Context: an optimization exercise on an open-source flow, tuned for small area. The choices shown serve that exercise and are no tape-out recipe. Function was checked by simulation only, so behaviour that the tests miss may differ from the original.

==> inputs of branch nickel <==
==> flow/design.v (excerpt) <==
module RISC_16(
	output	[15:0]		t_alu_in1,
	output	[15:0]		t_alu_in2,
	output	[15:0]		t_alu_out,
	input 				clk,
	input 				rst,
	input 				enable,
	input 	[15:0] 	instruction,
	output 	[4:0] 	tick_out,
	output 	[15:0] 	display
);
wire [3:0] op = instruction[15:12];
wire [3:0] ra = instruction[11:8];
wire [3:0] rb = instruction[7:4];
wire [7:0] imm = instruction[7:0];
reg [4:0] tick;
always @(posedge clk) begin
	if (rst) tick <= 5'b10000;
	else tick <= {tick[0], tick[4:1]};
end
assign tick_out = tick;
wire tF = tick[4], tD = tick[3], tE = tick[2], tW = tick[0];
reg alu_mux_q, sign_mux_q, disp_q;
reg [3:0] aluop_q;
wire op_j = (op == 4'hF);
wire op_r = (op == 4'h0);
wire op_br = (op == 4'hA) | (op == 4'hB) | (op == 4'hC);
wire op_ls = (op == 4'hD) | (op == 4'hE);
wire rd_en = enable & tD & ~op_j;
wire wr_en = enable & tW & (op_r | (~op[3] & |op[2:0]) | (op == 4'h8));
wire alu_mux = (enable & tE & ~op_j) ? ~op_r : alu_mux_q;
wire sign_mux = (enable & tD) ? 1'b1 : (enable & tE & op_br) ? 1'b0 : sign_mux_q;
wire disp_en = (enable & tF) ? 1'b0 : (enable & tW & (op == 4'h9)) ? 1'b1 : disp_q;
reg [3:0] imap;
  ...
Settings: LEC_CHECK=0, ABC_AREA=1, CAP_MARGIN=10, CORE_MARGIN=2, CORE_UTILIZATION=70, CTS_BUF_LIST=sky130_fd_sc_hd__clkbuf_8, SLEW_MARGIN=10; clock period 70.0 ns.
standard.sh (not shown) runs the stock make flow with config.mk's settings and CLKGATE_MAP_FILE= SYNTH_SCRIPT=/design/flow/synth_recipe.tcl, a recipe that flattens the netlist after the stock synthesis.
==> flow/flow/run.sh <==
#!/bin/bash
# Own layout flow: the standard flow (standard.sh), except that synthesis
# maps the combinational logic with an area-only ABC script (flow/synth.tcl).
set -euo pipefail
W=$(pwd)
export MY_ABC_SCRIPT=$W/flow/area.abc
# port buffers: the smallest buffer (the default picks a larger delay cell)
export BUFFER_PORTS_ARGS="-buffer_cell sky130_fd_sc_hd__buf_1"
# clock tree: ORFS's default arguments, with clkbuf_8 and without the dummy
# loads that CTS adds to balance its clusters
export CTS_ARGS="-sink_clustering_enable -repair_clock_nets -buf_list sky130_fd_sc_hd__clkbuf_8 -dont_use_dummy_load"
sed "s#SYNTH_SCRIPT=[^ ]*#SYNTH_SCRIPT=$W/flow/synth.tcl#" standard.sh > $W/synth_area.sh
bash $W/synth_area.sh synth > $W/synth.log 2>&1
bash standard.sh > $W/layout.log 2>&1
==> flow/flow/area.abc <==
strash
&get -n
&fraig -x
&put
dc2
dch -f
amap
strash
dch -f
amap
topo
==> flow/flow/synth.tcl <==
# The standard flow's synthesis script (synth_recipe.tcl), with ABC's combinational mapping
# run with an area-only script (flow/area.abc) instead of ORFS's, which buffers
# and upsizes for delay. Registers are mapped before ABC, so they are the same.
proc synth {args} { yosys synth -nofsm -noshare {*}$args }
proc abc {args} {
  set i [lsearch -exact $args -script]
  if { $i >= 0 } { lset args [expr {$i + 1}] $::env(MY_ABC_SCRIPT) }
  yosys abc {*}$args
}
source $::env(SCRIPTS_DIR)/synth.tcl
# left out here: clear keep_hierarchy, flatten, clean up, hide names made inside functions, write 1_2_yosys.v
==> inputs of branch raven, as changes to branch nickel <==
--- a/flow/flow/run.sh
+++ b/flow/flow/run.sh
@@ -9,6 +9,10 @@
 # clock tree: ORFS's default arguments, with clkbuf_8 and without the dummy
 # loads that CTS adds to balance its clusters
 export CTS_ARGS="-sink_clustering_enable -repair_clock_nets -buf_list sky130_fd_sc_hd__clkbuf_8 -dont_use_dummy_load"
+# buffer sizes the repairs may use (flow/small_bufs.tcl)
+for step in GLOBAL_PLACE RESIZE REPAIR_TIMING_POST_PLACE CTS GLOBAL_ROUTE; do
+  export PRE_${step}_TCL=$W/flow/small_bufs.tcl
+done
 sed "s#SYNTH_SCRIPT=[^ ]*#SYNTH_SCRIPT=$W/flow/synth.tcl#" standard.sh > $W/synth_area.sh
 bash $W/synth_area.sh synth > $W/synth.log 2>&1
 bash standard.sh > $W/layout.log 2>&1
==> flow/flow/small_bufs.tcl (new file) <==
# Sourced before the placement, resizing, clock tree and global routing steps:
# repairs use buffers of drive 1 and 2 only (or resize the driver instead).
set_dont_use {sky130_fd_sc_hd__buf_4 sky130_fd_sc_hd__buf_6 sky130_fd_sc_hd__buf_8 sky130_fd_sc_hd__buf_12 sky130_fd_sc_hd__buf_16}
- CAP_MARGIN: 10 -> 20
- SLEW_MARGIN: 10 -> 20
==> notes.md <==
item                                                                                       branch nickel  branch raven
Outcome                                                                 no timing/DRC/antenna violations  no timing/DRC/antenna violations
Sequential fraction of total cell area                                                             37.9%         37.7%
Relative slew slack                                                                                13.9%         25.1%
Routed length per placed instance                                                                24.0 um       24.6 um
Fin util                                                                                           77.9%         78.3%
Post-CTS clock slew at the launch and capture registers of the worst setup and hold paths        0.06 ns       0.09 ns
Met3 routed wirelength                                                                           5740 um       5730 um
Bufs w/o clock                                                                                       142           143
Transition at the pin with the smallest max-transition slack                                     1.28 ns       1.12 ns
Area Growth Syn to Fin                                                                             9.78%         10.5%
Post-Route Skew                                                                                0.0575 ns     0.0416 ns
Final non-clock buffer share                                                                       5.80%         6.29%
Worst path max stage delay                                                                       0.47 ns       0.92 ns
Post-route cell area                                                                         12800 sq um   12900 sq um
M1 wire length                                                                                  13500 um      13600 um

re-timing with driven ports:
Ports are ideal in the flow. The routed layouts listed here were re-timed in OpenROAD.
Step 1 assumes that a clkbuf_16 drives the clock port and a buf_2 every other input.
Step 2 times the ports against the registers' clock, not the clock port: input delays grow and output delays shrink by t, the midpoint of the rising clock arrivals with the driver on.
Slacks: no drivers / after step 1 / after step 2; pairs: no drivers / after step 1.
run | shift t [ns] | setup slack, ns | worst hold slack (ns) | cell pins on the clock port's net
branch nickel | 0.502 | 14.980 / 14.958 / 14.958 | 0.480 / 0.480 / 0.480 | 1
branch raven | 0.506 | 13.669 / 13.644 / 13.644 | 0.449 / 0.449 / 0.449 | 1
After both steps every run listed still meets setup and hold. The setup slack of branch raven, which loses most, moves by -0.025 ns with the drivers and by -0.025 ns with both steps.
